This is an optimization exercise on Yosys and OpenROAD, whose aim is small area, a short achievable clock period and few clock cycles per item, not a production implementation. No activity file was given, so power comes from the tool's default toggle rates.

Design MATRIX, start of the top module:
module MATRIX(CLK, RESET, IN_VALID, IN, OUT_VALID, OUT);
input CLK;
input RESET;
input IN_VALID;
input [3:0] IN;
output reg OUT_VALID;
output [15:0] OUT;
reg [5:0] cnt;
reg [1:0] qa, qb, op;     
reg [1:0] ci, cj;         
reg [3:0] a [0:8];
reg [3:0] b [0:8];
reg [11:0] o;
assign OUT = {{4{o[11]}}, o};
integer n, n1;
always @(posedge CLK) begin
  if (cnt <= 6'd8 && (cnt != 6'd0 || IN_VALID)) begin
    for (n1 = 0; n1 < 8; n1 = n1 + 1) a[n1] <= a[n1+1];
    a[8] <= IN;
  end
  if (cnt >= 6'd9 && cnt <= 6'd17) begin
    for (n1 = 0; n1 < 8; n1 = n1 + 1) b[n1] <= b[n1+1];
    b[8] <= IN;
  end
end
wire deta = cnt == 6'd9 || cnt == 6'd11 || cnt == 6'd13 || cnt == 6'd15 || cnt == 6'd17 || cnt == 6'd19;
wire detb = cnt == 6'd10 || cnt == 6'd12 || cnt == 6'd14 || cnt == 6'd16 || cnt == 6'd18 || cnt == 6'd20;
wire dodd = cnt >= 6'd16 && cnt <= 6'd20;
  ...
Size in the first run: ~930 cells after synthesis, roughly 130 flip-flops, ~24 I/O pins.
clock: 10.0 ns
lec_check: 0
cap_margin: 20
core_margin: 2
core_utilization: 40
setup_slack_margin: 5
slew_margin: 20
run.sh (not shown) runs the stock make flow with config.mk's settings and CLKGATE_MAP_FILE= SYNTH_SCRIPT=/design/flow/synth_recipe.tcl, a recipe that flattens the netlist after the stock synthesis.
Next try:
--- a/flow/design.v
+++ b/flow/design.v
@@ -21,23 +21,20 @@
   if (cnt >= 6'd9 && cnt <= 6'd17) begin
     for (n1 = 0; n1 < 8; n1 = n1 + 1) b[n1] <= b[n1+1];
     b[8] <= IN;
   end
 end
 wire deta = cnt == 6'd9 || cnt == 6'd11 || cnt == 6'd13 || cnt == 6'd15 || cnt == 6'd17 || cnt == 6'd19;
 wire detb = cnt == 6'd10 || cnt == 6'd12 || cnt == 6'd14 || cnt == 6'd16 || cnt == 6'd18 || cnt == 6'd20;
 wire dodd = cnt >= 6'd16 && cnt <= 6'd20;
 wire [1:0] opc = (cnt == 6'd22) ? IN[1:0] : op;    
-wire outmm = cnt == 6'd22 || (op == 2'd2 && cnt >= 6'd23 && cnt <= 6'd30);    
-wire outas = !op[1] && cnt >= 6'd23 && cnt <= 6'd30;                         
-wire outar = cnt >= 6'd22 && cnt <= 6'd30;                                   
-wire isas = (cnt == 6'd22) ? !IN[1] : outas;                                 
-wire [3:0] Bc = (qb == 2'd0) ? b[0] : (qb == 2'd1) ? b[2] : (qb == 2'd2) ? b[8] : b[6];
+wire outmm = opc == 2'd2 && cnt >= 6'd22 && cnt <= 6'd30;
+wire outas = !opc[1] && cnt >= 6'd22 && cnt <= 6'd30;
 function [1:0] m3;           
   input [2:0] x;
   m3 = (x >= 3'd3) ? x - 3'd3 : x[1:0];
 endfunction
 function [1:0] rv;           
   input [1:0] x;
   rv = 2'd2 - x;
 endfunction
 wire rowA = !qa[0];                        
@@ -76,19 +73,19 @@
           if (k == 0) selB0[3*r+c] = 1'b1;
           if (k == 1) selB1[3*r+c] = 1'b1;
           if (k == 2) selB2[3*r+c] = 1'b1;
         end
   end
   selAR = 9'd0;
   alA = revA ? rv(cj) : cj;
   for (r = 0; r < 3; r = r + 1)
     for (c = 0; c < 3; c = c + 1)
-      if (outar && (rowA ? (idxA == r && alA == c) : (idxA == c && alA == r))) selAR[3*r+c] = 1'b1;
+      if (outas && (rowA ? (idxA == r && alA == c) : (idxA == c && alA == r))) selAR[3*r+c] = 1'b1;
   case (cnt)
     6'd9:  selAR[4] = 1'b1;
     6'd10: selAR[8] = 1'b1;
     6'd11: selAR[5] = 1'b1;
     6'd12: selAR[6] = 1'b1;
     6'd13: selAR[3] = 1'b1;
     6'd14: selAR[7] = 1'b1;
     6'd15: selAR[5] = 1'b1;
     6'd16: selAR[7] = 1'b1;
@@ -262,24 +259,24 @@
 wire c_137 = c_126 ^ c_110 ^ c_111;
 wire c_138 = (c_126 & c_110) | (c_126 & c_111) | (c_110 & c_111);
 wire c_139 = c_138 ^ c_112 ^ c_113;
 wire c_140 = (c_138 & c_112) | (c_138 & c_113) | (c_112 & c_113);
 wire c_141 = c_140 ^ c_114 ^ c_115;
 wire c_142 = (c_140 & c_114) | (c_140 & c_115) | (c_114 & c_115);
 wire [11:0] S = {c_142,c_141,c_139,c_136,c_134,c_132,c_130,c_129,c_117,c_91,c_55,c_1} + {c_127,1'b0,1'b0,c_137,c_135,c_133,c_131,1'b0,1'b0,c_61,c_57,c_3};
 wire [11:0] onext = S ^ {12{negT}};
 always @(posedge CLK) begin
-  X0 <= isas ? 4'd1 : At0;
-  Y0 <= (isas || deta) ? AR : Bt0;
-  X1 <= isas ? {{3{opc[0]}}, 1'b1} : At1;
+  X0 <= outas ? 4'd1 : At0;
+  Y0 <= (outas || deta) ? AR : Bt0;
+  X1 <= outas ? {{3{opc[0]}}, 1'b1} : At1;
   X1D <= {4{detb}} & S[7:4];
-  X2 <= detb ? {~S[3], S[2:0]} : (isas ? 4'd0 : At2);
-  Y1 <= (deta || detb) ? AR : ((cnt == 6'd22 && !IN[1]) ? Bc : Bt1);
+  X2 <= detb ? {~S[3], S[2:0]} : At2;
+  Y1 <= (deta || detb) ? AR : Bt1;
   Y2 <= (deta || detb) ? AR : Bt2;
   if (oen) o <= onext;
   if (cnt == 6'd18) qa <= IN[1:0];
   if (cnt == 6'd19) qa[1] <= qa[1] ^ (qa[0] & IN[0]);
   if (cnt == 6'd20) qb <= IN[1:0];
   if (cnt == 6'd21) qb[1] <= qb[1] ^ (qb[0] & IN[0]);
   if (cnt == 6'd22) op <= IN[1:0];
   if (cnt <= 6'd21) begin
     ci <= 2'd0; cj <= 2'd0;
The new run passed the timing, DRC and antenna checks.
Utilization is higher by 1.2 points.
Final cell count is about the same.
Sequential power hardly moves.
Combinational power increases by a little under a tenth.
Worst setup slack got worse by 0.068 ns.
Count of clock-buffer cells in the layout fell by 7.
Total power is about the same.
No run of this note included a check of the RTL's function; only the layout flow was run.

[re-timing with driven ports]
The results above use ideal ports. As a check the final layouts listed here were re-extracted and re-timed, cells and wires unchanged.
Step 1 (the two cells are an assumption about what drives the block):
set clk [get_ports {CLK}]
set_driving_cell -lib_cell sky130_fd_sc_hd__clkbuf_16 $clk
set_driving_cell -lib_cell sky130_fd_sc_hd__buf_2 [delete_from_list [all_inputs] $clk]
Step 2 also shifts input and output timing later by t, the mid clock arrival at the registers, as if the neighbouring blocks saw the same clock.
Slacks: ideal ports / drivers / drivers and shift; pairs: ideal ports / drivers.
run | t, ns | slack for setup (ns) | worst slew at a driven data input, ns
the first run | 0.477 | 5.230 / 5.230 / 5.230 | 0.03
the second run | 0.470 | 5.162 / 5.162 / 4.727 | 0.03
After both steps setup and hold are still met in every run listed. For the second run, which loses most, drivers alone change the setup slack by 0.000 ns; drivers and shift together by -0.435 ns.
